From an optimization exercise on the open Yosys and OpenROAD flow, aimed at small area, a short achievable clock period and few clock cycles; shortcuts taken in it are not production practice.
Function was checked by simulation only, so behaviour that the tests miss may differ from the original.
Power figures rest on the tool's default switching activity, not on a simulated workload.

### design/flow/constraint.sdc
create_clock -name core_clock -period 6.0 [get_ports {CLK}]
set_input_delay 1.2000 -clock core_clock [delete_from_list [all_inputs] [get_ports {CLK}]]
set_output_delay 1.2000 -clock core_clock [all_outputs]
set_load 0.01 [all_outputs]
### design/flow/config.mk
export PLATFORM = sky130hd
export DESIGN_NAME = LASER
export DESIGN_NICKNAME = LASER
export VERILOG_FILES = /design/flow/design.v
export SDC_FILE = /design/flow/constraint.sdc
export NUM_CORES = 4
export LEC_CHECK = 0
export ABC_AREA = 1
export CAP_MARGIN = 20
export CORE_MARGIN = 2
export CORE_UTILIZATION = 60
export SETUP_SLACK_MARGIN = 3.6
export SLEW_MARGIN = 20
### design/flow/design.v
module LASER(CLK, RST, X, Y, C1X, C1Y, C2X, C2Y, DONE);
input CLK, RST;
input [3:0] X, Y;
output reg DONE;
output [3:0] C1X, C1Y, C2X, C2Y;
reg rq;
reg [3:0] xq;
reg [15:0] m0;
reg [15:0] m2;
reg [15:0] m3;
reg [15:0] m4;
reg [15:0] m5;
reg [15:0] m6;
reg [15:0] m7;
reg [15:0] m8;
reg [15:0] m9;
reg [15:0] m10;
reg [15:0] m11;
reg [15:0] m12;
reg [15:0] m13;
reg [15:0] m14;
reg [5:0] u;
wire [2:0] ph = u[2:0];
reg we, keep, cut, v6, v5, upd, last1, clr;
reg [3:0] yo;    
wire [5:0] un = (rq | (u == 6'd59)) ? 6'd63 : u + 6'd1;
wire [15:0] pdec = we ? (16'd1 << yo) : 16'd0;
always @(posedge CLK) begin
  rq <= RST;
  xq <= X;
  yo <= Y - {ph, 1'b0} - 4'd4;
  u <= un;
  we    <= ~RST & (un <= 6'd39);
  keep  <= ~RST & (un <= 6'd54);
  cut   <= (un >= 6'd40) & (un <= 6'd47);
  v6    <= (un[2:0] <= 3'd6);
  v5    <= (un[2:0] <= 3'd5);
  upd   <= ~RST & (un >= 6'd43) & (un <= 6'd58);
  last1 <= (un == 6'd50);
  clr   <= RST | (un == 6'd63);
end
localparam [7:0] E0_0 = 8'b11111010, E0_1 = 8'b01111111;
wire [1:0] wr0 = m0[1:0] & ~({2{cut}} & {E0_1[ph], E0_0[ph]});
always @(posedge CLK) m0 <= (keep ? {wr0, m0[15:2]} : 16'd0) | ((xq == 4'd0) ? pdec : 16'd0);
localparam [7:0] E2_0 = 8'b01110111, E2_1 = 8'b10101111;
wire [1:0] wr2 = m2[1:0] & ~({2{cut}} & {E2_1[ph], E2_0[ph]});
always @(posedge CLK) m2 <= (keep ? {wr2, m2[15:2]} : 16'd0) | ((xq == 4'd2) ? pdec : 16'd0);
localparam [7:0] E3_0 = 8'b01110111, E3_1 = 8'b10101111;
wire [1:0] wr3 = m3[1:0] & ~({2{cut}} & {E3_1[ph], E3_0[ph]});
always @(posedge CLK) m3 <= (keep ? {wr3, m3[15:2]} : 16'd0) | ((xq == 4'd3) ? pdec : 16'd0);
localparam [7:0] E4_0 = 8'b11111111, E4_1 = 8'b10101111;
wire [1:0] wr4 = m4[1:0] & ~({2{cut}} & {E4_1[ph], E4_0[ph]});
always @(posedge CLK) m4 <= (keep ? {wr4, m4[15:2]} : 16'd0) | ((xq == 4'd4) ? pdec : 16'd0);
localparam [7:0] E5_0 = 8'b01110111, E5_1 = 8'b10101111;
wire [1:0] wr5 = m5[1:0] & ~({2{cut}} & {E5_1[ph], E5_0[ph]});
always @(posedge CLK) m5 <= (keep ? {wr5, m5[15:2]} : 16'd0) | ((xq == 4'd5) ? pdec : 16'd0);
localparam [7:0] E6_0 = 8'b01110111, E6_1 = 8'b10101111;
wire [1:0] wr6 = m6[1:0] & ~({2{cut}} & {E6_1[ph], E6_0[ph]});
always @(posedge CLK) m6 <= (keep ? {wr6, m6[15:2]} : 16'd0) | ((xq == 4'd6) ? pdec : 16'd0);
localparam [7:0] E7_0 = 8'b01110111, E7_1 = 8'b01101111;
wire [1:0] wr7 = m7[1:0] & ~({2{cut}} & {E7_1[ph], E7_0[ph]});
always @(posedge CLK) m7 <= (keep ? {wr7, m7[15:2]} : 16'd0) | ((xq == 4'd7) ? pdec : 16'd0);
localparam [7:0] E8_0 = 8'b11111010, E8_1 = 8'b01111111;
wire [1:0] wr8 = m8[1:0] & ~({2{cut}} & {E8_1[ph], E8_0[ph]});
always @(posedge CLK) m8 <= (keep ? {wr8, m8[15:2]} : 16'd0) | ((xq == 4'd8) ? pdec : 16'd0);
localparam [7:0] E9_0 = 8'b11011000, E9_1 = 8'b11110111;
wire [1:0] wr9 = m9[1:0] & ~({2{cut}} & {E9_1[ph], E9_0[ph]});
always @(posedge CLK) m9 <= (keep ? {wr9, m9[15:2]} : 16'd0) | ((xq == 4'd9) ? pdec : 16'd0);
localparam [7:0] E10_0 = 8'b11111111, E10_1 = 8'b11010111;
wire [1:0] wr10 = m10[1:0] & ~({2{cut}} & {E10_1[ph], E10_0[ph]});
always @(posedge CLK) m10 <= (keep ? {wr10, m10[15:2]} : 16'd0) | ((xq == 4'd10) ? pdec : 16'd0);
localparam [7:0] E11_0 = 8'b10101111, E11_1 = 8'b11111000;
wire [1:0] wr11 = m11[1:0] & ~({2{cut}} & {E11_1[ph], E11_0[ph]});
always @(posedge CLK) m11 <= (keep ? {wr11, m11[15:2]} : 16'd0) | ((xq == 4'd11) ? pdec : 16'd0);
localparam [7:0] E12_0 = 8'b11111111, E12_1 = 8'b10101111;
wire [1:0] wr12 = m12[1:0] & ~({2{cut}} & {E12_1[ph], E12_0[ph]});
always @(posedge CLK) m12 <= (keep ? {wr12, m12[15:2]} : 16'd0) | ((xq == 4'd12) ? pdec : 16'd0);
localparam [7:0] E13_0 = 8'b11011000, E13_1 = 8'b01111111;
wire [1:0] wr13 = m13[1:0] & ~({2{cut}} & {E13_1[ph], E13_0[ph]});
always @(posedge CLK) m13 <= (keep ? {wr13, m13[15:2]} : 16'd0) | ((xq == 4'd13) ? pdec : 16'd0);
localparam [7:0] E14_0 = 8'b11111111, E14_1 = 8'b11010111;
wire [1:0] wr14 = m14[1:0] & ~({2{cut}} & {E14_1[ph], E14_0[ph]});
always @(posedge CLK) m14 <= (keep ? {wr14, m14[15:2]} : 16'd0) | ((xq == 4'd14) ? pdec : 16'd0);
wire w0_0 = m0[0];
wire w0_1 = m0[1];
wire w0_2 = m0[2] & v6;
wire w0_3 = m0[3] & v6;
wire w0_4 = m0[4] & v5;
wire w2_0 = m2[0];
wire w2_1 = m2[1];
wire w2_2 = m2[2] & v6;
wire w2_3 = m2[3] & v6;
wire w2_4 = m2[4] & v5;
wire w3_0 = m3[0];
wire w3_1 = m3[1];
wire w3_2 = m3[2] & v6;
wire w3_3 = m3[3] & v6;
wire w3_4 = m3[4] & v5;
wire w4_0 = m4[0];
wire w4_1 = m4[1];
wire w4_2 = m4[2] & v6;
wire w4_3 = m4[3] & v6;
wire w4_4 = m4[4] & v5;
wire w5_0 = m5[0];
wire w5_1 = m5[1];
wire w5_2 = m5[2] & v6;
wire w5_3 = m5[3] & v6;
wire w5_4 = m5[4] & v5;
wire w6_0 = m6[0];
wire w6_1 = m6[1];
wire w6_2 = m6[2] & v6;
wire w6_3 = m6[3] & v6;
wire w6_4 = m6[4] & v5;
wire w7_0 = m7[0];
wire w7_1 = m7[1];
wire w7_2 = m7[2] & v6;
wire w7_3 = m7[3] & v6;
wire w7_4 = m7[4] & v5;
wire w8_0 = m8[0];
wire w8_1 = m8[1];
wire w8_2 = m8[2] & v6;
wire w8_3 = m8[3] & v6;
wire w8_4 = m8[4] & v5;
wire w9_0 = m9[0];
wire w9_1 = m9[1];
wire w9_2 = m9[2] & v6;
wire w9_3 = m9[3] & v6;
wire w9_4 = m9[4] & v5;
wire w10_0 = m10[0];
wire w10_1 = m10[1];
wire w10_2 = m10[2] & v6;
wire w10_3 = m10[3] & v6;
wire w10_4 = m10[4] & v5;
wire w11_0 = m11[0];
wire w11_1 = m11[1];
wire w11_2 = m11[2] & v6;
wire w11_3 = m11[3] & v6;
wire w11_4 = m11[4] & v5;
wire w12_0 = m12[0];
wire w12_1 = m12[1];
wire w12_2 = m12[2] & v6;
wire w12_3 = m12[3] & v6;
wire w12_4 = m12[4] & v5;
wire w13_0 = m13[0];
wire w13_1 = m13[1];
wire w13_2 = m13[2] & v6;
wire w13_3 = m13[3] & v6;
wire w13_4 = m13[4] & v5;
wire w14_0 = m14[0];
wire w14_1 = m14[1];
wire w14_2 = m14[2] & v6;
wire w14_3 = m14[3] & v6;
wire w14_4 = m14[4] & v5;
reg [2:0] c0s; reg c00, c04;
reg [2:0] e2; reg [1:0] f2;
reg [2:0] e4; reg [1:0] f4;
reg [2:0] e6; reg [1:0] f6;
reg [2:0] e8; reg [1:0] f8;
reg [2:0] e10; reg [1:0] f10;
reg [2:0] e12; reg [1:0] f12;
reg [2:0] e14; reg [1:0] f14;
always @(posedge CLK) begin
  c0s <= {2'd0, w0_0} + {2'd0, w0_1} + {2'd0, w0_2} + {2'd0, w0_3};
  c00 <= w0_0; c04 <= w0_4;
  e2 <= {2'd0, w2_0} + {2'd0, w2_1} + {2'd0, w2_2} + {2'd0, w2_3} + {2'd0, w3_0} + {2'd0, w3_1} + {2'd0, w3_2};
  f2 <= {1'd0, w2_4} + {1'd0, w3_3};
  e4 <= {2'd0, w4_0} + {2'd0, w4_1} + {2'd0, w4_2} + {2'd0, w4_3} + {2'd0, w5_0} + {2'd0, w5_1} + {2'd0, w5_2};
  f4 <= {1'd0, w4_4} + {1'd0, w5_3};
  e6 <= {2'd0, w6_0} + {2'd0, w6_1} + {2'd0, w6_2} + {2'd0, w6_3} + {2'd0, w7_0} + {2'd0, w7_1} + {2'd0, w7_2};
  f6 <= {1'd0, w6_4} + {1'd0, w7_3};
  e8 <= {2'd0, w8_0} + {2'd0, w8_1} + {2'd0, w8_2} + {2'd0, w8_3} + {2'd0, w9_0} + {2'd0, w9_1} + {2'd0, w9_2};
  f8 <= {1'd0, w8_4} + {1'd0, w9_3};
  e10 <= {2'd0, w10_0} + {2'd0, w10_1} + {2'd0, w10_2} + {2'd0, w10_3} + {2'd0, w11_0} + {2'd0, w11_1} + {2'd0, w11_2};
  f10 <= {1'd0, w10_4} + {1'd0, w11_3};
  e12 <= {2'd0, w12_0} + {2'd0, w12_1} + {2'd0, w12_2} + {2'd0, w12_3} + {2'd0, w13_0} + {2'd0, w13_1} + {2'd0, w13_2};
  f12 <= {1'd0, w12_4} + {1'd0, w13_3};
  e14 <= {2'd0, w14_0} + {2'd0, w14_1} + {2'd0, w14_2} + {2'd0, w14_3};
  f14 <= {1'd0, w14_4};
end
reg [4:0] sc [0:6];
always @(posedge CLK) begin
  sc[0] <= {2'd0, e2} + {3'd0, f2} + {2'd0, e4} + {2'd0, c0s};
  sc[1] <= {2'd0, e4} + {3'd0, f4} + {2'd0, e6} + {4'd0, c00} + {4'd0, c04};
  sc[2] <= {2'd0, e6} + {3'd0, f6} + {2'd0, e8} + {2'd0, c0s} + {4'd0, c04};
  sc[3] <= {2'd0, e8} + {3'd0, f8} + {2'd0, e10} + {2'd0, c0s} + {4'd0, c04};
  sc[4] <= {2'd0, e10} + {3'd0, f10} + {2'd0, e12} + {2'd0, c0s} + {4'd0, c04};
  sc[5] <= {2'd0, e12} + {3'd0, f12} + {2'd0, e14} + {4'd0, c00} + {4'd0, c04};
  sc[6] <= {2'd0, e14} + {3'd0, f14} + {2'd0, c0s};
end
function gt5(input [4:0] a, input [4:0] b);
  reg [4:0] e;
  begin
    e = a ~^ b;
    gt5 = (a[4] & ~b[4]) | (e[4] & a[3] & ~b[3]) | (e[4] & e[3] & a[2] & ~b[2]) |
          (e[4] & e[3] & e[2] & a[1] & ~b[1]) | (e[4] & e[3] & e[2] & e[1] & a[0] & ~b[0]);
  end
endfunction
wire c0_1 = gt5(sc[1], sc[0]);   
wire c0_2 = gt5(sc[2], sc[0]);   
wire c0_3 = gt5(sc[3], sc[0]);   
wire c0_4 = gt5(sc[4], sc[0]);   
wire c0_5 = gt5(sc[5], sc[0]);   
wire c0_6 = gt5(sc[6], sc[0]);   
wire c1_2 = gt5(sc[2], sc[1]);   
wire c1_3 = gt5(sc[3], sc[1]);   
wire c1_4 = gt5(sc[4], sc[1]);   
wire c1_5 = gt5(sc[5], sc[1]);   
wire c1_6 = gt5(sc[6], sc[1]);   
wire c2_3 = gt5(sc[3], sc[2]);   
wire c2_4 = gt5(sc[4], sc[2]);   
wire c2_5 = gt5(sc[5], sc[2]);   
wire c2_6 = gt5(sc[6], sc[2]);   
wire c3_4 = gt5(sc[4], sc[3]);   
wire c3_5 = gt5(sc[5], sc[3]);   
wire c3_6 = gt5(sc[6], sc[3]);   
wire c4_5 = gt5(sc[5], sc[4]);   
wire c4_6 = gt5(sc[6], sc[4]);   
wire c5_6 = gt5(sc[6], sc[5]);   
wire win0 = ~c0_1 & ~c0_2 & ~c0_3 & ~c0_4 & ~c0_5 & ~c0_6;
wire win1 = c0_1 & ~c1_2 & ~c1_3 & ~c1_4 & ~c1_5 & ~c1_6;
wire win2 = c0_2 & c1_2 & ~c2_3 & ~c2_4 & ~c2_5 & ~c2_6;
wire win3 = c0_3 & c1_3 & c2_3 & ~c3_4 & ~c3_5 & ~c3_6;
wire win4 = c0_4 & c1_4 & c2_4 & c3_4 & ~c4_5 & ~c4_6;
wire win5 = c0_5 & c1_5 & c2_5 & c3_5 & c4_5 & ~c5_6;
wire win6 = c0_6 & c1_6 & c2_6 & c3_6 & c4_6 & c5_6;
reg [4:0] rs;
reg [2:0] rx;
always @(posedge CLK) begin
  rs <= ({5{win0}} & sc[0]) | ({5{win1}} & sc[1]) | ({5{win2}} & sc[2]) | ({5{win3}} & sc[3]) | ({5{win4}} & sc[4]) | ({5{win5}} & sc[5]) | ({5{win6}} & sc[6]);
  rx <= {win3 | win4 | win5 | win6, win1 | win2 | win5 | win6, win0 | win2 | win4 | win6};
end
reg [4:0] bs;
reg [2:0] bx, br, b1x, b1r;
wire rwin = gt5(rs, bs);
wire [2:0] row3 = ph - 3'd3;    
always @(posedge CLK) begin
  if (clr) begin
    bs <= 5'd0; bx <= 3'd0; br <= 3'd0; b1x <= 3'd0; b1r <= 3'd0;
  end else if (last1) begin
    b1x <= rwin ? rx : bx; b1r <= rwin ? row3 : br;
    bs <= 5'd0; bx <= 3'd0; br <= 3'd0;
  end else if (upd & rwin) begin
    bs <= rs; bx <= rx; br <= row3;
  end
  DONE <= ~rq & (u == 6'd58);
end
assign C1X = {b1x, 1'b0};
assign C1Y = {b1r, 1'b0};
assign C2X = {bx, 1'b0};
assign C2Y = {br, 1'b0};
endmodule
### design/flow/run.sh
#!/bin/bash
# synth_recipe.tcl (not shown) runs the flow's synth.tcl, then flattens the netlist and writes it again
# the make line also repeats each setting of config.mk as NAME=value (left out here)
make -C /OpenROAD-flow-scripts/flow DESIGN_CONFIG=/design/flow/config.mk WORK_HOME=/design/flow/orfs CLKGATE_MAP_FILE= SYNTH_SCRIPT=/design/flow/synth_recipe.tcl finish
==> results of run 1 <==
==> metal layers <==
layer	vias to the layer above	part of all wire (%)	routed length, um	track usage [%]
li1	5601	-	-	-
met1	5264	44	15500	36.47
met2	307	48	17090	48.12
met3	96	4.5	1585	3.667
met4	0	3.8	1365	10.84
met5	-	0	0	0
==> report_power, final <==
group | total, mW | switching, mW | internal, mW
clock | 2.32 | 0.894 | 1.42
sequential | 2.46 | 0.0996 | 2.36
combinational | 0.555 | 0.416 | 0.139
total | 5.33 | 1.41 | 3.92
==> state kept, by name, indices dropped and copies added, names as in the netlist, 4 cells and up <==
name,count
sc,34
m0,16
m10,16
m11,16
m12,16
m13,16
m14,16
m2,16
m3,16
m4,16
m5,16
m6,16
m7,16
m8,16
m9,16
u,6
bs,5
rs,5
xq,4
yo,4
==> cell usage after synthesis, drive strengths merged <==
cell type  instances  area share (%)
nand2            521              14
a21oi             29             1.0
o32ai              4            0.24
a21o               1           0.051
nor3b              1           0.051
o21ai            267             9.1
clkinv            12            0.31
xor2               7            0.42
o211ai             1           0.051
conb               1           0.025
xnor2              7            0.42
fa                60             8.1
a21boi            18            0.92
nand3             43             1.5
dfxtp            346              47
nor3              13            0.44
clkbuf            60             1.5
a211oi             4            0.20
o22ai             25             1.1
inv              210             5.4
buf               18            0.98
o21a               1           0.051
and2               1           0.059
nand4             13            0.55
ha                59             5.0
nor2              58             1.9
==> area by class of cell <==
| type | count | area (um2) | share of cell area, % |
|---|---|---|---|
| clock buffer | 51 | 1069 | 6.539 |
| clock inverter | 11 | 197.7 | 1.210 |
| inverter | 222 | 840.8 | 5.145 |
| multi-input combinational | 1137 | 6633 | 40.59 |
| sequential | 346 | 6948 | 42.52 |
| tap | 324 | 405.4 | 2.481 |
| timing repair buffer | 28 | 249.0 | 1.524 |
==> per-stage QoR <==
| stage | area, um2 | util [%] |
|---|---|---|
| 2_1_floorplan | 14760 | - |
| 4_1_cts | 16340 | 67.38 |
| 6_report | 16340 | 67.39 |
| 3_5_place_dp | 15040 | 62.01 |
| 3_3_place_gp | 15040 | 62.01 |
| 5_1_grt | 16340 | 67.39 |
==> cells by family (layout without fill, tap and decap cells) <==
family	count (synthesis)	in the layout	synth area share (%)
simple gates	650	650	18.10
compound gates	350	350	12.70
flops	346	346	46.98
buf+inv	300	312	8.215
fa+ha+maj	119	119	13.15
xor+xnor	14	14	0.8317
other cells	1	4	0.02543
==> worst max-delay path by stage <==
stage	startpoint	cells after the start	slack [ns]	endpoint
finish	m8[0]	8	3.61	e8[1]
global route	m6[1]	8	3.53	e6[1]
CTS	m9[1]	8	3.60	e8[1]
detailed placement	Y[2]	6	3.15	yo[3]
global placement	Y[2]	6	3.17	yo[3]
floorplan	m10[0]	8	3.62	e10[1]
==> what timing repair did <==
item	in CTS	in global routing
pin swaps	14	9
endpoints found under the setup margin	27	8
gates resized for setup	37	4
buffers inserted	3	0
==> results.toml, run 1 <==
[clocking]
cts_hold_buf = 0
clock_latency_ns = 0.53
cts_tree = "yes"
numCtsBuffers = 36
clk_path_buf_depth = 3
htreeDepth = 2
clk_pin_slew_worst_paths_ns = 0.06
root_buffer = "clkbuf_16"
clock-sinks = 346

[floorplanning]
core-area_um2 = 24250
start_util_pct = 60.80
rows = 57
pin_count = 27
die_w_um = 160.8
dieArea_um2 = 25840
dieHeight_um = 160.8

[min_path]
hold_path_depth = 0
holdCritStartpoint = "m0[0]"
min-delay-path-class = "reg -> reg"
hold_end = "c00"

[cells_and_area]
nets = 1900
final.fill_count = 2003
mostFrequentLayoutCell = "nand2_1"
drive_gt1_share_pct = 8.579
final_cell_mix = "503 x nand2_1, 333 x dfxtp_1, 245 x o21ai_0, 174 x inv_1, 59 x ha_1"
finalNonFillerCells = 2119
antenna_cells = 0
area_growth_pct = 10.84

[detailed_routing]
drt_iter0_drc = 952
wire_per_inst_um = 16.77
drcViolationCount = 0
ant_nets = 0
via_per_inst = 5.318
wl_mm = 35.54
vias = 11270
first_pass_iters = 5

[global_routing]
grt_pass1_wl_mm = 57.90
grt_antenna_before_repair = 0
grt_pass1_vias = 10960
grt_use_total_pct = 28.10
grt_start_max_net_pins = 91
grt.overflow.total = 0

[power]
power_density_nw_per_um2 = 326.4
power_mw = 5.333
p_leak_nw = 7.063
ir_drop_mv = 0.2870

[sta]
fin_crit_sh_pct = 39.76
min_period_ns = 2.385
fin_skew_ns = 0.03910
layout_setup_ws_ns = 3.615
tightest_slew_ns = 0.8873
grt_setup_unrepaired = "yes"
timing.final.hold_violations = 0
worst_slew_margin_rel_pct = 40.85
setup_viol = 0
holdWs_ns = 0.3195
drv_slew = 0
fmax_mhz = 419.2
fin_setup_tns_ns = 0

[logic_synthesis]
syn_inst = 1780
seq_area_frac_synth_pct = 46.98
syn_area_um2 = 14740
ys_warn_count = 2
syn_area_per_cell_um2 = 8.283
synth_cell_type_count = 39
ys_seq_elements = 346

[worst_setup_path]
r2r_cells = 8
start_kind = "flop"
worstPathRequired_ns = 6.46
ff2ff_setup_slack_ns = 3.61
slowest_stage = "fa_1"
critPathMaxFanout = 2
worst_ep_arrival_time_ns = 2.84
crit_chain = "fa_1, inv_2, fa_1, inv_2, fa_2, inv_2, fa_1, inv_1"
worstSetupPathType = "reg -> reg"
crit_family = "adder cells"
r2r_start = "m8[0]"
endpoint_kind = "flop"
crit_buf_inv = 4
critPathMaxStageDelay_ns = 0.56
reg2reg_to = "e8[1]"

[placement]
globalplace.congestion = 0.9015
place_ws_ns = 3.148
portBuffers = 22
dp_cells = 2054
dpl.hpwl_mm = 24.74

[status]
outcome = "finished clean"

[job]
maxCapViolations = 0
Testbench counts, summed over its fixed seeds: cycles 15,608.
==> run 2: changes to the inputs <==
--- a/design/flow/config.mk
+++ b/design/flow/config.mk
@@ -9,5 +9,7 @@
 export CAP_MARGIN = 20
 export CORE_MARGIN = 2
-export CORE_UTILIZATION = 60
+export CORE_UTILIZATION = 40
+export CTS_BUF_LIST = sky130_fd_sc_hd__clkbuf_8
+export CTS_CLUSTER_SIZE = 40
 export SETUP_SLACK_MARGIN = 3.6
 export SLEW_MARGIN = 20
==> run 2 against run 1 <==
Against the previous run: area after synthesis stayed put; setup slack lost 0.013 ns; cell area up 0.50%; still clean on timing, DRC and antenna; worst hold slack improved by 0.068 ns; critical endpoint is now C2Y[3]; sequential share of layout area is 0.18 points lower; maximum frequency down 0.56%; cell count grew 8.6%; clock power fell by 12%.
==> results.toml, run 2 <==
[status]
outcome = "finished clean"

[clocking]
numCtsBuffers = 55
cts_hold_buf = 0
cts_tree = "yes"
clk_pin_slew_worst_paths_ns = 0.06
clock-sinks = 346
root_buffer = "clkbuf_8"
clk_path_buf_depth = 3
clock_latency_ns = 0.60
htreeDepth = 2

[worst_setup_path]
crit_chain = "clkdlybuf4s15_1"
slowest_stage = "dfxtp_1"
worstPathRequired_ns = 4.80
cp.depth = 1
endpoint_kind = "output port"
critPathMaxStageDelay_ns = 0.36
crit_buf_inv = 1
r2r_cells = 8
critPathMaxFanout = 3
start_kind = "flop"
worst_ep_arrival_time_ns = 1.20
crit_path_end = "C2Y[3]"
worstSetupPathType = "reg -> out"
crit_family = "flip-flops"
ff2ff_setup_slack_ns = 3.62
startpoint = "br[2]"
r2r_start = "m3[1]"
reg2reg_to = "e2[1]"

[floorplanning]
start_util_pct = 40.47
dieArea_um2 = 38410
die_w_um = 196.0
core-area_um2 = 36430
pin_count = 27
rows = 70
dieHeight_um = 196.0

[power]
power_mw = 5.034
seq_power_share_pct = 48.7
p_sw_share_pct = 28.10
power_density_nw_per_um2 = 306.5
p_int_mw = 3.619
p_clk_share_pct = 40.4
combinationalPowerShare_pct = 10.8
switching_power_mw = 1.415
p_leak_nw = 7.070
ir_drop_mv = 0.2815

[cells_and_area]
nets = 1923
largest_reg_flops = 34
drive_gt1_share_pct = 10.91
finalNonFillerCells = 2302
final_cell_mix = "503 x nand2_1, 329 x dfxtp_1, 245 x o21ai_0, 187 x inv_1, 68 x clkbuf_8"
regMostFlops = "sc"
mostFrequentLayoutCell = "nand2_1"
final.fill_count = 3597
antenna_cells = 0
area_growth_pct = 11.39

[logic_synthesis]
synth-edff-count = 0
synth-simple-area-share_pct = 18.10
synth-adder-area-share_pct = 13.15
ys_seq_elements = 346
ys_warn_count = 2
ys_async_sr_fraction_pct = 0
synth_most_common_cell = "nand2_1"
synth_top_family_by_area = "simple AND/OR/NAND/NOR gates"
synth_cell_type_count = 39
syn_area_um2 = 14740
synth_commonest_cells = "503 x nand2_1, 346 x dfxtp_1, 245 x o21ai_0"
seq_area_frac_synth_pct = 46.98
synth-compound-area-share_pct = 12.70
synth_area_leaders = "dfxtp_1 47%, nand2_1 13%, o21ai_0 8.3%"
ys.flop_type = "dfxtp_1"
syn_inst = 1780
yosysTopAreaCellShare_pct = 46.98
synth-xor-area-share_pct = 0.8316
muxShareOfSynthArea_pct = 0
syn_area_per_cell_um2 = 8.283
synth_area_leader_cell = "dfxtp_1"

[sta]
tightest_slew_ns = 0.9040
min_period_ns = 2.399
fin_setup_tns_ns = 0
grt_setup_unrepaired = "yes"
drv_slew = 0
setup_viol = 0
worst_slew_margin_rel_pct = 39.51
layout_setup_ws_ns = 3.601
holdWs_ns = 0.3880
fin_crit_sh_pct = 39.98
timing.final.hold_violations = 0
fin_skew_ns = 0.04419
fmax_mhz = 416.9

[global_routing]
grt_antenna_before_repair = 0
grt_use_total_pct = 18.96
grt_pass1_wl_mm = 58.69
grt_pass1_vias = 10930
grt_start_max_net_pins = 90
grt.overflow.total = 0

[job]
maxCapViolations = 0

[detailed_routing]
wl_mm = 35.68
vias = 11170
drcViolationCount = 0
drt_iter0_drc = 734
first_pass_iters = 5
wire_per_inst_um = 15.50
via_per_inst = 4.851
ant_nets = 0

[placement]
dpl.hpwl_mm = 25.06
globalplace.congestion = 0.9076
place_ws_ns = 3.130
dp_cells = 2198
portBuffers = 22

[min_path]
min-delay-path-class = "reg -> reg"
hold_path_depth = 0
-- run 2: how the worst min path moves through the flow --
stage	startpoint	endpoint	slack, ns
floorplan	m0[0]	c00	0.33
global placement	m0[0]	c00	0.35
detailed placement	m0[0]	c00	0.34
CTS	m0[0]	c00	0.40
global route	m0[0]	c00	0.41
finish	m0[0]	c00	0.39
-- run 2: per-layer routing --
metal  up-vias  wire length (um)  GRT usage (%)
met5         -                 0              0
met4         0               836          5.864
met3        58              1538          2.888
met2       246             16530          31.58
met1      5199             16780          25.45
li1       5665                 -              -
-- run 2: power groups by stage --
stage          clock (mW)  sequential, mW  combinational (mW)
2_1_floorplan           0            2.45               0.442
3_3_place_gp            0            2.51               0.538
3_5_place_dp            0            2.50               0.541
4_1_cts              2.08            2.46               0.547
5_1_grt              2.19            2.47               0.609
6_report             2.04            2.45               0.545
-- run 2: cell type report --
class                   count  area [um2]  area share [%]
flip-flops and latches    346        6953           42.34
clock buffers              68       935.9           5.699
well taps                 468       585.6           3.565
clock inverters            29       203.9           1.242
multi-input cells        1137        6633           40.39
repair buffers             32       271.5           1.653
inverters                 222       840.8           5.120
-- run 2: cell families after synthesis --
group / count (synthesis)
and+or+nand+nor: 650
AOI/OAI and AO/OA: 350
DFF: 346
buffers and inverters: 300
adders and majority gates: 119
xor gates and xnor gates: 14
other: 1
-- run 2: repair_timing --
item	in CTS	in global routing
buffers inserted	5	2
pin swaps	18	7
gates resized for setup	58	13
gates cloned	0	0
setup endpoints to repair	27	19
-- run 2: metrics by stage --
stage | cell area, um2 | util (%)
floorplan | 14760 | -
finish | 16420 | 45.08
CTS | 16430 | 45.10
global route | 16420 | 45.08
detailed placement | 15220 | 41.77
global placement | 15220 | 41.77
==> run 3: changes to the inputs <==
--- a/design/flow/config.mk
+++ b/design/flow/config.mk
@@ -10,6 +10,5 @@
 export CORE_MARGIN = 2
 export CORE_UTILIZATION = 40
-export CTS_BUF_LIST = sky130_fd_sc_hd__clkbuf_8
-export CTS_CLUSTER_SIZE = 40
-export SETUP_SLACK_MARGIN = 3.6
+export CTS_BUF_LIST = sky130_fd_sc_hd__clkbuf_4 sky130_fd_sc_hd__clkbuf_8
+export SETUP_SLACK_MARGIN = 3.45
 export SLEW_MARGIN = 20
==> run 3 against run 2 <==
Against the previous run: still clean on timing, DRC and antenna; register-to-register slack got worse by 0.07 ns; global-route usage grew 0.22 points; clock skew fell by 0.012 ns; synthesized cell count unchanged; sequential share of layout area fell by 0.24 points.
==> results.toml, run 3 <==
[clocking]
htreeDepth = 2
clk_pin_slew_worst_paths_ns = 0.07
numCtsBuffers = 55
cts_hold_buf = 0
root_buffer = "clkbuf_8"
clock_latency_ns = 0.61
cts_tree = "yes"
clk_path_buf_depth = 3
clock-sinks = 346

[worst_setup_path]
crit_family = "adder cells"
worst_ep_arrival_time_ns = 2.98
crit_chain = "fa_1, inv_1, fa_1, inv_1, fa_2, inv_2, fa_1, inv_1"
crit_buf_inv = 4
critPathMaxFanout = 2
r2r_cells = 8
start_kind = "flop"
worstPathRequired_ns = 6.53
critPathMaxStageDelay_ns = 0.53
cp.depth = 8
endpoint_kind = "flop"
worstSetupPathType = "reg -> reg"
slowest_stage = "fa_1"

[cells_and_area]
seqCellArea_um2 = 6938
nets = 1916
antenna_cells = 0
final.fill_count = 3614
drive_gt1_share_pct = 10.05
finalNonFillerCells = 2298
mostFrequentLayoutCell = "nand2_1"
fin_area_um2 = 16480
largest_reg_flops = 34
area_growth_pct = 11.79
fin_util_pct = 45.24
multi_input_area_um2 = 6628
regMostFlops = "sc"
final_cell_mix = "503 x nand2_1, 339 x dfxtp_1, 245 x o21ai_0, 176 x inv_1, 73 x clkbuf_8"

[status]
outcome = "finished clean"

[logic_synthesis]
synth_area_leaders = "dfxtp_1 47%, nand2_1 13%, o21ai_0 8.3%"
seq_area_frac_synth_pct = 46.98
synth_area_leader_cell = "dfxtp_1"
syn_inst = 1780
synth_most_common_cell = "nand2_1"
synth-edff-count = 0
syn_area_per_cell_um2 = 8.283
synth_cell_type_count = 39
ys_warn_count = 2
ys_seq_elements = 346
ys_async_sr_fraction_pct = 0
yosysTopAreaCellShare_pct = 46.98
ys.flop_type = "dfxtp_1"
syn_area_um2 = 14740
synth_commonest_cells = "503 x nand2_1, 346 x dfxtp_1, 245 x o21ai_0"

[job]
maxCapViolations = 0

[detailed_routing]
wl_mm = 35.62
wire_per_inst_um = 15.50
first_pass_iters = 5
drt_iter0_drc = 754
vias = 11220
ant_nets = 0
drcViolationCount = 0
via_per_inst = 4.883

[sta]
layout_setup_ws_ns = 3.550
grt_setup_unrepaired = "no"
fin_skew_ns = 0.03180
fin_crit_sh_pct = 40.84
timing.final.hold_violations = 0
worst_slew_margin_rel_pct = 38.36
setup_viol = 0
holdWs_ns = 0.3542
fmax_mhz = 408.1
tightest_slew_ns = 0.9213
min_period_ns = 2.450
fin_setup_tns_ns = 0
drv_slew = 0

[global_routing]
grt_pass1_wl_mm = 59.45
grt_start_max_net_pins = 90
grt_pass1_vias = 11100
grt_use_total_pct = 19.18
grt.overflow.total = 0
grt_antenna_before_repair = 1

[floorplanning]
rows = 70
pin_count = 27
dieHeight_um = 196.0
core-area_um2 = 36430
die_w_um = 196.0
start_util_pct = 40.47
dieArea_um2 = 38410

[min_path]
min-delay-path-class = "reg -> reg"
hold_path_depth = 0

[placement]
dpl.hpwl_mm = 24.99
globalplace.congestion = 0.9221
place_area_um2 = 15220
portBuffers = 22
place_ws_ns = 3.134
dp_cells = 2198

[power]
ir_drop_mv = 0.2797
p_leak_nw = 7.103
power_density_nw_per_um2 = 316.2
power_mw = 5.212
-- run 3: worst paths after layout --
| check | from | end | slack, ns |
|---|---|---|---|
| setup reg to reg | m12[0] | e12[1] | 3.55 |
| hold / removal | m0[0] | c00 | 0.35 |
| setup / recovery | m12[0] | e12[1] | 3.55 |
| hold reg to reg | m0[0] | c00 | 0.35 |
-- run 3: area by class of cell --
cell class | count | share of cell area (%)
clock buffers | 92 | 6.961
clock inverters | 8 | 0.7060
inverters | 222 | 5.101
multi-input cells | 1137 | 40.21
flip-flops and latches | 346 | 42.09
well taps | 468 | 3.553
repair buffers | 25 | 1.374
-- run 3: repair_timing --
| action | 4_1_cts | 5_1_grt |
|---|---|---|
| setup buffers | 0 | 0 |
| endpoints found under the setup margin | 13 | 13 |
| pin swaps | 0 | 3 |
| resized for setup | 13 | 17 |
-- run 3: routing by layer --
| metal | track usage (%) | part of all wire (%) | up-vias |
|---|---|---|---|
| met2 | 31.09 | 46 | 258 |
| met5 | 0 | 0.036 | - |
| met4 | 6.874 | 2.8 | 2 |
| met1 | 25.98 | 47 | 5243 |
| li1 | - | - | 5647 |
| met3 | 3.094 | 4.6 | 72 |
-- run 3: cells by family (layout without fill, tap and decap cells) --
group | after synthesis | count (layout) | share of synthesized area [%]
adders and majority gates | 119 | 119 | 13.15
other | 1 | 4 | 0.02543
DFF | 346 | 346 | 46.98
and+or+nand+nor | 650 | 650 | 18.10
buffers and inverters | 300 | 347 | 8.215
AOI/OAI and AO/OA | 350 | 350 | 12.70
xor gates and xnor gates | 14 | 14 | 0.8317
-- run 3: where the power goes --
part	total (mW)	leakage, nW	internal, mW	switching (mW)
clock	2.21	0.671	1.29	0.916
combinational	0.540	3.64	0.138	0.402
sequential	2.46	2.80	2.36	0.0968
==> run 4: changes to the inputs <==
--- a/design/flow/config.mk
+++ b/design/flow/config.mk
@@ -11,4 +11,4 @@
 export CORE_UTILIZATION = 40
 export CTS_BUF_LIST = sky130_fd_sc_hd__clkbuf_4 sky130_fd_sc_hd__clkbuf_8
-export SETUP_SLACK_MARGIN = 3.45
+export SETUP_SLACK_MARGIN = 3.6
 export SLEW_MARGIN = 20
==> run 4 against run 3 <==
Against the previous run: still clean on timing, DRC and antenna; cell area barely moved; clock skew increased by 0.012 ns; core utilization about the same; largest cell class unchanged.
==> results.toml, run 4 <==
[global_routing]
grt_pass1_wl_mm = 58.88
grt_antenna_before_repair = 0
grt_pass1_vias = 10960
grt_start_max_net_pins = 90
grt.overflow.total = 0
grt_use_total_pct = 19.09

[logic_synthesis]
syn_area_per_cell_um2 = 8.283
seq_area_frac_synth_pct = 46.98
ys_seq_elements = 346
synth_most_common_cell = "nand2_1"
ys_warn_count = 2
synth_commonest_cells = "503 x nand2_1, 346 x dfxtp_1, 245 x o21ai_0"
syn_area_um2 = 14740
synth_area_leaders = "dfxtp_1 47%, nand2_1 13%, o21ai_0 8.3%"
synth_cell_type_count = 39
synth_area_leader_cell = "dfxtp_1"
synth-edff-count = 0
ys.flop_type = "dfxtp_1"
syn_inst = 1780
ys_async_sr_fraction_pct = 0
yosysTopAreaCellShare_pct = 46.98

[clocking]
cts_tree = "yes"
htreeDepth = 2
numCtsBuffers = 55
clk_pin_slew_worst_paths_ns = 0.06
root_buffer = "clkbuf_8"
cts_hold_buf = 0
clock-sinks = 346
clock_latency_ns = 0.61
clk_path_buf_depth = 3

[cells_and_area]
area_growth_pct = 11.69
regMostFlops = "sc"
multi_input_area_um2 = 6635
mostFrequentLayoutCell = "nand2_1"
antenna_cells = 0
nets = 1923
drive_gt1_share_pct = 11.72
final_cell_mix = "503 x nand2_1, 329 x dfxtp_1, 245 x o21ai_0, 174 x inv_1, 67 x clkbuf_8"
largest_reg_flops = 34
fin_util_pct = 45.20
seqCellArea_um2 = 6953
final.fill_count = 3589

[floorplanning]
start_util_pct = 40.47
rows = 70
die_w_um = 196.0
pin_count = 27
core-area_um2 = 36430
dieArea_um2 = 38410
dieHeight_um = 196.0

[sta]
fin_crit_sh_pct = 39.46
fin_setup_tns_ns = 0
tightest_slew_ns = 0.9109
timing.final.hold_violations = 0
drv_slew = 0
fin_skew_ns = 0.04404
min_period_ns = 2.368
fmax_mhz = 422.3
grt_setup_unrepaired = "yes"
worst_slew_margin_rel_pct = 39.05
setup_viol = 0

[worst_setup_path]
worstSetupPathType = "reg -> reg"
endpoint_kind = "flop"
start_kind = "flop"
crit_chain = "fa_1, inv_2, fa_1, inv_1, fa_2, inv_2, fa_1, inv_1"
worstPathRequired_ns = 6.52
critPathMaxFanout = 2
slowest_stage = "fa_1"
critPathMaxStageDelay_ns = 0.55
crit_top_cell = "fa_1"
worst_ep_arrival_time_ns = 2.88

[detailed_routing]
vias = 11180
wire_per_inst_um = 15.56
ant_nets = 0
drt_iter0_drc = 664
drcViolationCount = 0
via_per_inst = 4.857
wl_mm = 35.81
first_pass_iters = 5

[placement]
globalplace.congestion = 0.9076
dpl.hpwl_mm = 25.06
portBuffers = 22

[status]
outcome = "finished clean"

[power]
ir_drop_mv = 0.2198
p_leak_nw = 7.055
power_density_nw_per_um2 = 310.6

[min_path]
min-delay-path-class = "reg -> reg"

[job]
maxCapViolations = 0
[run 4: cell counts after synthesis]
Identical to the previous run, type by type.
[run 4: logic make-up (layout without fill, tap and decap cells)]
logic type | count (synthesis) | count (layout) | share of synthesized area [%]
and+or+nand+nor | 650 | 650 | 18.10
AOI/OAI and AO/OA | 350 | 350 | 12.70
DFF | 346 | 346 | 46.98
buffers and inverters | 300 | 351 | 8.215
adders and majority gates | 119 | 119 | 13.15
xor gates and xnor gates | 14 | 14 | 0.8317
other | 1 | 4 | 0.02543
[run 4: path summary, 6_finish.rpt]
kind	cells after the start	end	start	slack [ns]
max	8	e2[1]	m3[1]	3.63
min	0	c00	m0[0]	0.39
max reg2reg	8	e2[1]	m3[1]	3.63
min reg2reg	0	c00	m0[0]	0.39
[run 4: through the flow]
| stage | power [mW] | instance area (um2) | hold WS, ns | setup WS, ns | cells |
|---|---|---|---|---|---|
| 6_report | 5.115 | 16470 | 0.3942 | 3.632 | 2302 |
| 5_1_grt | 5.347 | 16470 | 0.4004 | 3.528 | 2302 |
| 4_1_cts | 5.171 | 16470 | 0.3880 | 3.527 | 2300 |
| 3_5_place_dp | 3.045 | 15220 | 0.3448 | 3.130 | 2198 |
| 3_3_place_gp | 3.044 | 15220 | 0.3506 | 3.154 | 2198 |
| 2_1_floorplan | 2.887 | 14760 | 0.3308 | 3.616 | 1783 |
[run 4: worst max-delay path: cells and delay by family (launching register included)]
| kind | cells | cell delay (ns) |
|---|---|---|
| buf+inv | 4 | 0.22 |
| flops | 1 | 0.33 |
| fa+ha+maj | 4 | 1.73 |
[run 4: layer usage]
metal / wire length, um / track usage (%) / share of wire, % / vias up
met2: 16800 / 31.98 / 47 / 232
met3: 1547 / 2.819 / 4.3 / 60
met5: 0 / 0 / 0 / -
li1: - / - / - / 5655
met4: 820 / 6.481 / 2.3 / 0
met1: 16640 / 25.32 / 46 / 5234
[run 4: where the power goes]
part / switching [mW] / total (mW) / internal [mW]
logic: 0.405 / 0.543 / 0.138
clock network: 0.911 / 2.12 / 1.21
registers: 0.0898 / 2.45 / 2.36
[run 4: cell type report]
class	instances	share of cell area (%)
Sequential cell	346	42.22
Tap cell	468	3.556
Clock inverter	13	0.8282
Timing Repair Buffer	32	1.618
Clock buffer	84	6.375
Inverter	222	5.106
Multi-Input combinational cell	1137	40.29
[run 4: timing repair]
action,CTS,global route
resized for setup,53,18
setup endpoints to repair,27,19
setup buffers,5,2
pin swaps,14,7
==> run 5: changes to the inputs <==
--- a/design/flow/config.mk
+++ b/design/flow/config.mk
@@ -11,4 +11,5 @@
 export CORE_UTILIZATION = 40
 export CTS_BUF_LIST = sky130_fd_sc_hd__clkbuf_4 sky130_fd_sc_hd__clkbuf_8
+export PLACE_DENSITY = 0.75
 export SETUP_SLACK_MARGIN = 3.6
 export SLEW_MARGIN = 20
==> run 5 against run 4 <==
Against the previous run: count of clock-buffer cells in the layout is 1 higher; non-clock buffer count decreased by 6; highest routed layer unchanged; sequential power up 2%; cell count down 0.39%; routed wire length shrank 4.0%.
==> results.toml, run 5 <==
[placement]
globalplace.congestion = 0.9095
dpl.hpwl_mm = 24.47
dp_cells = 2197
place_area_um2 = 15210
place_ws_ns = 3.121
portBuffers = 22

[logic_synthesis]
syn_area_um2 = 14740
syn_area_per_cell_um2 = 8.283
ys.flop_type = "dfxtp_1"
synth_cell_type_count = 39
ys_warn_count = 2
yosysTopAreaCellShare_pct = 46.98
synth_area_leaders = "dfxtp_1 47%, nand2_1 13%, o21ai_0 8.3%"
synth_most_common_cell = "nand2_1"
ys_async_sr_fraction_pct = 0
syn_inst = 1780
synth_commonest_cells = "503 x nand2_1, 346 x dfxtp_1, 245 x o21ai_0"
ys_seq_elements = 346
seq_area_frac_synth_pct = 46.98
synth_area_leader_cell = "dfxtp_1"
synth-edff-count = 0

[sta]
min_period_ns = 2.386
fin_setup_tns_ns = 0
fmax_mhz = 419.1
setup_viol = 0
timing.final.hold_violations = 0
worst_slew_margin_rel_pct = 37.84
fin_skew_ns = 0.03821
grt_setup_unrepaired = "yes"
fin_crit_sh_pct = 39.77
layout_setup_ws_ns = 3.614
tightest_slew_ns = 0.9289
drv_slew = 0

[detailed_routing]
drcViolationCount = 0
wl_mm = 34.37
drt_iter0_drc = 985
ant_nets = 0
first_pass_iters = 5
via_per_inst = 4.986
wire_per_inst_um = 14.99
vias = 11430

[power]
ir_drop_mv = 0.2803
p_leak_nw = 7.011
power_density_nw_per_um2 = 310.9

[cells_and_area]
regMostFlops = "sc"
nets = 1915
fin_util_pct = 45.16
fin_area_um2 = 16450
final_cell_mix = "503 x nand2_1, 325 x dfxtp_1, 245 x o21ai_0, 170 x inv_1, 71 x clkbuf_8"
antenna_cells = 0
largest_reg_flops = 34
mostFrequentLayoutCell = "nand2_1"
finalNonFillerCells = 2293
drive_gt1_share_pct = 11.56
area_growth_pct = 11.60

[worst_setup_path]
reg2reg_to = "e4[1]"
critPathMaxFanout = 2
endpoint_kind = "flop"
worst_ep_arrival_time_ns = 2.88
worstPathRequired_ns = 6.49
r2r_start = "m5[1]"
start_kind = "flop"
r2r_cells = 8
worstSetupPathType = "reg -> reg"
ff2ff_setup_slack_ns = 3.61

[floorplanning]
dieHeight_um = 196.0
rows = 70
dieArea_um2 = 38410
die_w_um = 196.0
core-area_um2 = 36430
start_util_pct = 40.47
pin_count = 27

[job]
maxCapViolations = 0

[clocking]
htreeDepth = 2
clk_path_buf_depth = 3
clock-sinks = 346
numCtsBuffers = 53
clk_pin_slew_worst_paths_ns = 0.06
root_buffer = "clkbuf_8"
cts_tree = "yes"
clock_latency_ns = 0.59

[status]
outcome = "finished clean"

[global_routing]
grt_pass1_vias = 11290
grt.overflow.total = 0
use_met2_pct = 30.62
grt_start_max_net_pins = 96
gr-usage-met3_pct = 2.888
grt_antenna_before_repair = 0
grt_use_met1_pct = 23.34
grt_use_total_pct = 18.09
grt_pass1_wl_mm = 56.73
busiest_layer = "met2"

[min_path]
holdCritStartpoint = "m0[0]"
hold_end = "c00"
hold_path_depth = 0
min-delay-path-class = "reg -> reg"
==> run 5: changes by cell type in the layout (fill, tap and decap cells not counted), moves of 4 or more <==
cell,previous run,this run
buf_4,10,4
clkbuf_8,67,71
clkinv_2,8,4
dfxtp_1,329,325
inv_1,174,170
inv_2,33,37
==> run 5: repair_timing <==
| item | CTS | global route |
|---|---|---|
| resized for setup | 50 | 27 |
| hold buffers | 0 | 0 |
| endpoints found under the setup margin | 33 | 22 |
| setup buffers | 2 | 0 |
| pin swaps | 10 | 14 |
==> run 5: where the power goes <==
part	internal (mW)	switching, mW	leakage (nW)	total, mW
clock network	1.23	0.884	0.632	2.12
registers	2.37	0.146	2.80	2.51
logic	0.133	0.353	3.58	0.486
total	3.73	1.38	7.01	5.12
==> run 5: how the worst max path moves through the flow <==
stage	start	endpoint	slack (ns)
floorplan	m10[0]	e10[1]	3.62
global placement	Y[2]	yo[3]	3.16
detailed placement	Y[2]	yo[3]	3.12
CTS	m4[0]	e4[1]	3.49
global route	m2[0]	e2[1]	3.56
finish	m5[1]	e4[1]	3.61
==> run 5: area by class of cell <==
class                           instances  area, um2
Inverter                              222      840.8
Fill cell                            3484      19980
Clock buffer                           85       1082
Timing Repair Buffer                   26      237.7
Clock inverter                          9      115.1
Multi-Input combinational cell       1137       6633
Tap cell                              468      585.6
Sequential cell                       346       6960
==> run 5: cell families (layout without fill, tap and decap cells) <==
| logic type | Yosys count | in the layout | synth area share, % |
|---|---|---|---|
| AOI/OAI and AO/OA | 350 | 350 | 12.70 |
| xor gates and xnor gates | 14 | 14 | 0.8317 |
| adders and majority gates | 119 | 119 | 13.15 |
| buffers and inverters | 300 | 342 | 8.215 |
| DFF | 346 | 346 | 46.98 |
| other | 1 | 4 | 0.02543 |
| and+or+nand+nor | 650 | 650 | 18.10 |
==> run 5: stage by stage <==
| step | power (mW) | hold slack, ns |
|---|---|---|
| after floorplan | 2.887 | 0.3308 |
| after global placement | 3.024 | 0.3462 |
| after detailed placement | 3.035 | 0.3416 |
| after CTS | 5.140 | 0.3538 |
| after global routing | 5.328 | 0.3572 |
| final | 5.115 | 0.3510 |
==> run 5: layer usage <==
| layer | vias up | part of all wire, % | wire length [um] |
|---|---|---|---|
| met4 | 0 | 3.2 | 1090 |
| met1 | 5325 | 44 | 15140 |
| met3 | 91 | 5.4 | 1872 |
| met2 | 367 | 47 | 16270 |
| met5 | - | 0 | 0 |
| li1 | 5650 | - | - |
==> run 5: critical path, cell delays in order, from the launching register on <==
cell     delay, ns
dfxtp_2       0.33
fa_1          0.55
inv_2         0.04
fa_1          0.48
inv_2         0.04
fa_2          0.32
inv_2         0.06
fa_1          0.41
inv_1         0.06
==> run 6: changes to the inputs <==
--- a/design/flow/config.mk
+++ b/design/flow/config.mk
@@ -7,9 +7,9 @@
 export LEC_CHECK = 0
 export ABC_AREA = 1
+export ABC_CLOCK_PERIOD_IN_PS = 2400
 export CAP_MARGIN = 20
 export CORE_MARGIN = 2
 export CORE_UTILIZATION = 40
 export CTS_BUF_LIST = sky130_fd_sc_hd__clkbuf_4 sky130_fd_sc_hd__clkbuf_8
-export PLACE_DENSITY = 0.75
 export SETUP_SLACK_MARGIN = 3.6
 export SLEW_MARGIN = 20
==> run 6 against run 5 <==
Against the previous run: flip-flop and latch count unchanged; worst hold slack better by 0.043 ns; die area unchanged; maximum frequency up 0.78%; synthesized cell count unchanged; via count down 2.2%; clock power about the same; critical endpoint is now e2[1]; largest power group unchanged.
==> results.toml, run 6 <==
[detailed_routing]
drcViolationCount = 0
drt_iter0_drc = 664
via_per_inst = 4.857
wire_per_inst_um = 15.56
vias = 11180
ant_nets = 0
first_pass_iters = 5
wl_mm = 35.81

[power]
ir_drop_mv = 0.2198
p_leak_nw = 7.055
power_density_nw_per_um2 = 310.6

[logic_synthesis]
ys_async_sr_fraction_pct = 0
syn_inst = 1780
yosysTopAreaCellShare_pct = 46.98
synth_most_common_cell = "nand2_1"
synth_area_leader_cell = "dfxtp_1"
seq_area_frac_synth_pct = 46.98
syn_area_um2 = 14740
synth_cell_type_count = 39
syn_area_per_cell_um2 = 8.283
ys_warn_count = 2
synth_commonest_cells = "503 x nand2_1, 346 x dfxtp_1, 245 x o21ai_0"
synth-edff-count = 0
synth_area_leaders = "dfxtp_1 47%, nand2_1 13%, o21ai_0 8.3%"
ys_seq_elements = 346
ys.flop_type = "dfxtp_1"

[clocking]
cts_tree = "yes"
numCtsBuffers = 55
clock_latency_ns = 0.61
clk_path_buf_depth = 3
clock-sinks = 346
clk_pin_slew_worst_paths_ns = 0.06
root_buffer = "clkbuf_8"
htreeDepth = 2

[sta]
drv_slew = 0
fin_skew_ns = 0.04404
grt_setup_unrepaired = "yes"
setup_viol = 0
tightest_slew_ns = 0.9109
worst_slew_margin_rel_pct = 39.05
min_period_ns = 2.368
holdWs_ns = 0.3942
timing.final.hold_violations = 0
fin_setup_tns_ns = 0
fin_crit_sh_pct = 39.46
fmax_mhz = 422.3

[status]
outcome = "finished clean"

[floorplanning]
dieHeight_um = 196.0
die_w_um = 196.0
core-area_um2 = 36430
start_util_pct = 40.47
pin_count = 27
dieArea_um2 = 38410
rows = 70

[cells_and_area]
regMostFlops = "sc"
area_growth_pct = 11.69
fin_area_um2 = 16470
final_cell_mix = "503 x nand2_1, 329 x dfxtp_1, 245 x o21ai_0, 174 x inv_1, 67 x clkbuf_8"
nets = 1923
drive_gt1_share_pct = 11.72
multi_input_area_um2 = 6635
largest_reg_flops = 34
final.fill_count = 3589
mostFrequentLayoutCell = "nand2_1"
antenna_cells = 0
seqCellArea_um2 = 6953

[global_routing]
grt_use_total_pct = 19.09
grt.overflow.total = 0
grt_start_max_net_pins = 90
grt_pass1_vias = 10960
grt_antenna_before_repair = 0
grt_pass1_wl_mm = 58.88

[placement]
globalplace.congestion = 0.9076
place_area_um2 = 15220
portBuffers = 22
dpl.hpwl_mm = 25.06

[worst_setup_path]
worstSetupPathType = "reg -> reg"
start_kind = "flop"
critPathMaxFanout = 2
worstPathRequired_ns = 6.52
worst_ep_arrival_time_ns = 2.88
endpoint_kind = "flop"

[min_path]
min-delay-path-class = "reg -> reg"

[job]
maxCapViolations = 0
==> run 6: cell count changes in the layout (fill, tap and decap cells not counted), moves of 2 or more <==
cell             previous run  this run
buf_4                       4        10
clkbuf_2                    4         7
clkbuf_4                   14        17
clkbuf_8                   71        67
clkdlybuf4s15_1             3         1
clkinv_2                    4         8
dfxtp_1                   325       329
dfxtp_2                    18        15
inv_1                     170       174
inv_2                      37        33
==> run 6: worst paths after layout <==
path	cells after the start	start	endpoint	slack [ns]
worst min register to register	0	m0[0]	c00	0.39
worst max-delay path	8	m3[1]	e2[1]	3.63
worst min-delay path	0	m0[0]	c00	0.39
worst max register to register	8	m3[1]	e2[1]	3.63
==> run 6: cell type report <==
cell class / instances / share of cell area (%)
Clock buffer: 84 / 6.375
Clock inverter: 13 / 0.8282
Inverter: 222 / 5.106
Multi-Input combinational cell: 1137 / 40.29
Sequential cell: 346 / 42.22
Tap cell: 468 / 3.556
Timing Repair Buffer: 32 / 1.618
==> run 6: through the flow <==
step | utilization [%] | setup slack, ns | power (mW) | cells
after global placement | 41.77 | 3.154 | 3.044 | 2198
after CTS | 45.22 | 3.527 | 5.171 | 2300
after floorplan | - | 3.616 | 2.887 | 1783
after detailed placement | 41.77 | 3.130 | 3.045 | 2198
final | 45.20 | 3.632 | 5.115 | 2302
after global routing | 45.20 | 3.528 | 5.347 | 2302
==> run 6: cell families after synthesis <==
group | after synthesis | share of synthesized area [%]
and+or+nand+nor | 650 | 18.10
AOI/OAI and AO/OA | 350 | 12.70
DFF | 346 | 46.98
buffers and inverters | 300 | 8.215
adders and majority gates | 119 | 13.15
xor gates and xnor gates | 14 | 0.8317
other | 1 | 0.02543
==> run 6: layer usage <==
metal	GRT usage [%]	part of all wire, %	vias to the layer above	wire (um)
met5	0	0	-	0
met4	6.481	2.3	0	820
met3	2.819	4.3	60	1547
met2	31.98	47	232	16800
met1	25.32	46	5234	16640
li1	-	-	5655	-
==> run 6: power by group <==
group / internal [mW] / total, mW / leakage, nW / switching, mW
sequential: 2.36 / 2.45 / 2.80 / 0.0898
combinational: 0.138 / 0.543 / 3.62 / 0.405
clock: 1.21 / 2.12 / 0.637 / 0.911
==> run 6: critical path, stage by stage (launching register included) <==
cell and delay, ns:
dfxtp_2 0.33, fa_1 0.55, inv_2 0.04, fa_1 0.47, inv_1 0.05, fa_2 0.33
inv_2 0.07, fa_1 0.38, inv_1 0.06
==> run 6: repair_timing <==
action                                  CTS  global route
resized for setup                        53            18
buffers inserted                          5             2
endpoints found under the setup margin   27            19
hold buffers                              0             0
pin swaps                                14             7
==> run 7: changes to the inputs <==
--- a/design/flow/config.mk
+++ b/design/flow/config.mk
@@ -6,5 +6,5 @@
 export NUM_CORES = 4
 export LEC_CHECK = 0
-export ABC_AREA = 1
+export ABC_AREA = 0
 export ABC_CLOCK_PERIOD_IN_PS = 2400
 export CAP_MARGIN = 20
==> run 7 against run 6 <==
Against the previous run: non-clock buffer count rose by 16; synthesized cell count fell by 21%; total power rose by 4.0%; register-to-register slack better by 0.02 ns; first-iteration DRC count fell by 9.2%; combinational power up 11%; area after synthesis fell by 1.9%; largest cell class is now multi-input combinational cells; via count shrank 6.2%; critical path type unchanged; die area down 1.8%; cell area increased by 1.2%.
==> results.toml, run 7 <==
[job]
maxCapViolations = 0

[cells_and_area]
largest_reg_flops = 34
multi_input_area_um2 = 7056
area_growth_pct = 15.14
seqCellArea_um2 = 7010
final.fill_count = 3354
final_cell_mix = "293 x dfxtp_1, 147 x a22o_1, 133 x nand2_1, 90 x inv_1, 78 x o21ai_0"
mostFrequentLayoutCell = "dfxtp_1"
drive_gt1_share_pct = 18.98
nets = 1556
regMostFlops = "sc"
antenna_cells = 0

[logic_synthesis]
syn_area_um2 = 14470
syn_area_per_cell_um2 = 10.34
synth_area_leaders = "dfxtp_1 48%, a22o_1 8.9%, fa_1 8.3%"
synth-compound-area-share_pct = 20.35
synth_most_common_cell = "dfxtp_1"
ys.flop_type = "dfxtp_1"
ys_seq_elements = 346
yosysTopAreaCellShare_pct = 47.87
synth_commonest_cells = "346 x dfxtp_1, 147 x a22o_1, 134 x nand2_1"
synth-adder-area-share_pct = 13.69
synth_top_family_by_area = "compound AO/OA/AOI/OAI gates"
synth-xor-area-share_pct = 0.9079
synth_cell_type_count = 79
syn_inst = 1399
synth_area_leader_cell = "dfxtp_1"
muxShareOfSynthArea_pct = 0.2767
synth-edff-count = 0
ys_async_sr_fraction_pct = 0
ys_warn_count = 2
seq_area_frac_synth_pct = 47.87
synth-simple-area-share_pct = 11.45

[worst_setup_path]
critPathMaxFanout = 2
worstPathRequired_ns = 6.59
worstSetupPathType = "reg -> reg"
start_kind = "flop"
endpoint_kind = "flop"
worst_ep_arrival_time_ns = 2.94
r2r_cells = 8

[detailed_routing]
wl_mm = 36.88
via_per_inst = 5.430
ant_nets = 0
wire_per_inst_um = 19.10
vias = 10490
drcViolationCount = 0
drt_iter0_drc = 603
first_pass_iters = 6

[floorplanning]
pin_count = 27
dieArea_um2 = 37710
core-area_um2 = 35570
rows = 69
start_util_pct = 40.68
dieHeight_um = 194.2
die_w_um = 194.2

[global_routing]
grt_pass1_vias = 10500
busiest_layer = "met2"
grt_pass1_wl_mm = 59.22
grt.overflow.total = 0
gr-usage-met3_pct = 3.253
grt_antenna_before_repair = 0
use_met2_pct = 32.23
grt_use_total_pct = 19.64
grt_start_max_net_pins = 82
grt_use_met1_pct = 25.49

[placement]
dpl.hpwl_mm = 25.50
portBuffers = 22
globalplace.congestion = 0.9305

[power]
p_int_mw = 3.762
power_mw = 5.319
power_density_nw_per_um2 = 319.3
p_clk_share_pct = 40.7
p_leak_nw = 6.739
combinationalPowerShare_pct = 11.3
switching_power_mw = 1.558
seq_power_share_pct = 48.0
ir_drop_mv = 0.2447
p_sw_share_pct = 29.29

[clocking]
clk_path_buf_depth = 3
clock_latency_ns = 0.65
htreeDepth = 2
clk_pin_slew_worst_paths_ns = 0.06
root_buffer = "clkbuf_8"
cts_tree = "yes"
numCtsBuffers = 56
clock-sinks = 346

[sta]
worst_slew_margin_rel_pct = 38.01
setup_viol = 0
drv_slew = 0
min_period_ns = 2.350
grt_setup_unrepaired = "yes"
fin_skew_ns = 0.04864
timing.final.hold_violations = 0
fmax_mhz = 425.5
tightest_slew_ns = 0.9264
fin_crit_sh_pct = 39.17
fin_setup_tns_ns = 0

[status]
outcome = "finished clean"

[min_path]
min-delay-path-class = "reg -> reg"
hold_path_depth = 0
[run 7: changes by cell type in the layout (fill, tap and decap cells not counted), moves of 20 or more]
cell      change
o22ai_1      -23
inv_1        -84
nand3_1      -25
o21ai_0     -167
dfxtp_2      +31
nand2b_1     +28
nand2_1     -370
nor2b_1      +23
a22o_1      +147
and2_1       +22
o21ai_1      -20
dfxtp_1      -36
[run 7: layout make-up]
cell class              instances  share of cell area [%]
clock buffers                  91                   6.879
clock inverters                10                  0.5032
inverters                     113                   2.546
multi-input cells             862                   42.35
flip-flops and latches        346                   42.08
well taps                     461                   3.462
repair buffers                 48                   2.185
[run 7: final timing paths]
path | start | endpoint | slack (ns)
max reg2reg | m13[1] | e12[1] | 3.65
min reg2reg | m0[0] | c00 | 0.41
max | m13[1] | e12[1] | 3.65
min | m0[0] | c00 | 0.41
[run 7: layer usage]
| layer | vias up | wire, um |
|---|---|---|
| li1 | 4999 | - |
| met1 | 5139 | 16370 |
| met2 | 266 | 17590 |
| met3 | 81 | 1641 |
| met4 | 0 | 1285 |
| met5 | - | 0 |
[run 7: stage by stage]
stage	utilization [%]	area, um2	setup WS (ns)	std cells	hold slack (ns)
detailed placement	42.30	15040	3.163	1816	0.3960
finish	46.84	16660	3.650	1931	0.4095
global route	46.84	16660	3.502	1931	0.4222
CTS	46.19	16430	3.501	1923	0.4047
global placement	42.29	15040	3.150	1816	0.3782
floorplan	-	14480	3.616	1402	0.3511
[run 7: repair_timing]
item                                   CTS  global route
setup buffers                            6             8
hold buffers                             0             0
pin swaps                               13            30
setup endpoints to repair              121           111
resized for setup                       99            70
endpoints found under the hold margin    0             0
[run 7: cells by family (layout without fill, tap and decap cells)]
kind of cell / after synthesis / after routing
other: 1 / 4
AND/OR/NAND/NOR: 328 / 328
buffers and inverters: 194 / 262
adder cells (fa/ha/maj): 123 / 123
flip-flops: 346 / 346
AO/OA/AOI/OAI: 388 / 388
multiplexers: 4 / 4
XOR/XNOR: 15 / 15
[run 7: power by group through the flow]
stage | combinational, mW | clock, mW | sequential, mW
final | 0.601 | 2.17 | 2.55
after global routing | 0.662 | 2.33 | 2.57
after CTS | 0.585 | 2.23 | 2.55
after detailed placement | 0.575 | 0 | 2.60
after global placement | 0.574 | 0 | 2.60
after floorplan | 0.504 | 0 | 2.46
[run 7: critical path: stages, from the launching register on]
cell and delay [ns]:
dfxtp_2 0.33, fa_1 0.54, inv_2 0.04, fa_1 0.48, inv_2 0.04, fa_2 0.34, inv_2 0.06, fa_1 0.40
inv_1 0.06
==> run 8: changes to the inputs <==
==> design/flow/config.mk (replaced) <==
export PLATFORM = sky130hd
export DESIGN_NAME = LASER
export DESIGN_NICKNAME = LASER
export VERILOG_FILES = /design/flow/design.v
export SDC_FILE = /design/flow/constraint.sdc
export NUM_CORES = 4
export LEC_CHECK = 0
export ABC_AREA = 1
export CAP_MARGIN = 5
export CORE_MARGIN = 2
export CORE_UTILIZATION = 40
export CTS_BUF_LIST = sky130_fd_sc_hd__clkbuf_4 sky130_fd_sc_hd__clkbuf_8
export SETUP_SLACK_MARGIN = 3.6
export SLEW_MARGIN = 5
==> run 8 against run 7 <==
Against the previous run: via count rose by 6.6%; worst hold slack got worse by 0.015 ns; combinational power decreased by 9.7%; clock power fell by 2%; sequential share of layout area up 0.15 points; largest cell class is now registers; area after synthesis increased by 1.9%; highest routed layer unchanged; setup slack lost 0.017 ns; largest power group unchanged; sequential power decreased by 4%; global-route usage shrank 0.55 points.
==> results.toml, run 8 <==
[status]
outcome = "finished clean"

[logic_synthesis]
synth_area_leader_cell = "dfxtp_1"
synth_area_leaders = "dfxtp_1 47%, nand2_1 13%, o21ai_0 8.3%"
yosysTopAreaCellShare_pct = 46.98
seq_area_frac_synth_pct = 46.98
ys_async_sr_fraction_pct = 0
synth_commonest_cells = "503 x nand2_1, 346 x dfxtp_1, 245 x o21ai_0"
synth-edff-count = 0
syn_area_per_cell_um2 = 8.283
ys_warn_count = 2
syn_area_um2 = 14740
ys_seq_elements = 346
synth_most_common_cell = "nand2_1"
synth_cell_type_count = 39
syn_inst = 1780
ys.flop_type = "dfxtp_1"

[worst_setup_path]
slowest_stage = "fa_1"
worstSetupPathType = "reg -> reg"
endpoint_kind = "flop"
r2r_cells = 8
crit_top_cell = "fa_1"
worstPathRequired_ns = 6.52
critPathMaxFanout = 2
crit_family = "adder cells"
crit_chain = "fa_1, inv_2, fa_1, inv_1, fa_2, inv_2, fa_1, inv_1"
critPathMaxStageDelay_ns = 0.55
worst_ep_arrival_time_ns = 2.88
crit_buf_inv = 4
start_kind = "flop"
cp.depth = 8

[sta]
setup_viol = 0
fin_skew_ns = 0.04404
layout_setup_ws_ns = 3.632
min_period_ns = 2.368
fin_setup_tns_ns = 0
grt_setup_unrepaired = "yes"
fmax_mhz = 422.3
drv_slew = 0
worst_slew_margin_rel_pct = 39.05
fin_crit_sh_pct = 39.46
tightest_slew_ns = 0.9109
timing.final.hold_violations = 0

[cells_and_area]
fin_area_um2 = 16470
final_cell_mix = "503 x nand2_1, 329 x dfxtp_1, 245 x o21ai_0, 174 x inv_1, 67 x clkbuf_8"
area_growth_pct = 11.69
fin_util_pct = 45.20
regMostFlops = "sc"
antenna_cells = 0
drive_gt1_share_pct = 11.72
mostFrequentLayoutCell = "nand2_1"
nets = 1923
largest_reg_flops = 34
finalNonFillerCells = 2302

[global_routing]
grt_use_total_pct = 19.09
grt_antenna_before_repair = 0
grt_pass1_vias = 10960
grt_start_max_net_pins = 90
grt.overflow.total = 0
grt_pass1_wl_mm = 58.88

[clocking]
clk_path_buf_depth = 3
htreeDepth = 2
clock-sinks = 346
clock_latency_ns = 0.61
clk_pin_slew_worst_paths_ns = 0.06
cts_tree = "yes"
numCtsBuffers = 55
root_buffer = "clkbuf_8"

[detailed_routing]
wl_mm = 35.81
wire_per_inst_um = 15.56
via_per_inst = 4.857
first_pass_iters = 5
vias = 11180
drcViolationCount = 0
ant_nets = 0
drt_iter0_drc = 664

[power]
combinationalPowerShare_pct = 10.6
p_int_mw = 3.710
p_sw_share_pct = 27.48
switching_power_mw = 1.406
p_leak_nw = 7.055
power_density_nw_per_um2 = 310.6
seq_power_share_pct = 48.0
ir_drop_mv = 0.2198
p_clk_share_pct = 41.4

[floorplanning]
dieHeight_um = 196.0
die_w_um = 196.0
dieArea_um2 = 38410
rows = 70
core-area_um2 = 36430
pin_count = 27
start_util_pct = 40.47

[placement]
dpl.hpwl_mm = 25.06
portBuffers = 22
globalplace.congestion = 0.9076
place_area_um2 = 15220
dp_cells = 2198
place_ws_ns = 3.130

[min_path]
min-delay-path-class = "reg -> reg"
hold_path_depth = 0

[job]
maxCapViolations = 0
-- run 8: layer usage --
| metal | vias to the layer above | share of wire, % | global-route usage, % |
|---|---|---|---|
| met1 | 5234 | 46 | 25.32 |
| met2 | 232 | 47 | 31.98 |
| met4 | 0 | 2.3 | 6.481 |
| met5 | - | 0 | 0 |
| met3 | 60 | 4.3 | 2.819 |
| li1 | 5655 | - | - |
-- run 8: path summary, 6_finish.rpt --
check,from,endpoint,slack (ns)
worst max-delay path,m3[1],e2[1],3.63
worst min register to register,m0[0],c00,0.39
worst min-delay path,m0[0],c00,0.39
worst max register to register,m3[1],e2[1],3.63
-- run 8: power groups by stage --
stage | Combinational, mW | Sequential, mW | Clock [mW]
after global placement | 0.538 | 2.51 | 0
final | 0.543 | 2.45 | 2.12
after global routing | 0.608 | 2.47 | 2.27
after CTS | 0.546 | 2.46 | 2.17
after floorplan | 0.442 | 2.45 | 0
after detailed placement | 0.541 | 2.50 | 0
-- run 8: what timing repair did --
action                                  4_1_cts  5_1_grt
buffers inserted                              5        2
hold buffers                                  0        0
resized for setup                            53       18
endpoints found under the setup margin       27       19
pin swaps                                    14        7
-- run 8: layout make-up --
type                            instances  area, um2
Inverter                              222      840.8
Sequential cell                       346       6953
Clock buffer                           84       1050
Timing Repair Buffer                   32      266.5
Tap cell                              468      585.6
Fill cell                            3589      19970
Multi-Input combinational cell       1137       6635
Clock inverter                         13      136.4
-- run 8: logic make-up (layout without fill, tap and decap cells) --
| family | Yosys count | after routing | share of synthesized area [%] |
|---|---|---|---|
| xor+xnor | 14 | 14 | 0.8317 |
| flops | 346 | 346 | 46.98 |
| simple gates | 650 | 650 | 18.10 |
| buf+inv | 300 | 351 | 8.215 |
| other cells | 1 | 4 | 0.02543 |
| fa+ha+maj | 119 | 119 | 13.15 |
| compound gates | 350 | 350 | 12.70 |
-- run 8: metrics by stage --
step | hold slack (ns) | total power, mW
4_1_cts | 0.3880 | 5.171
3_3_place_gp | 0.3506 | 3.044
2_1_floorplan | 0.3308 | 2.887
6_report | 0.3942 | 5.115
5_1_grt | 0.4004 | 5.347
3_5_place_dp | 0.3448 | 3.045
-- run 8: worst reg2reg max path, delay by kind of cell, from the launching register on --
kind	cells	cell delay, ns
buffers and inverters	4	0.22
adder cells (fa/ha/maj)	4	1.73
flip-flops	1	0.33

Setup slack of run 8, layout unchanged: 3.632 ns with ideal ports, 3.608 ns with driving cells assumed (clock clkbuf_16, inputs buf_2), 3.096 ns with port delays also shifted by the 0.641 ns mid clock arrival.
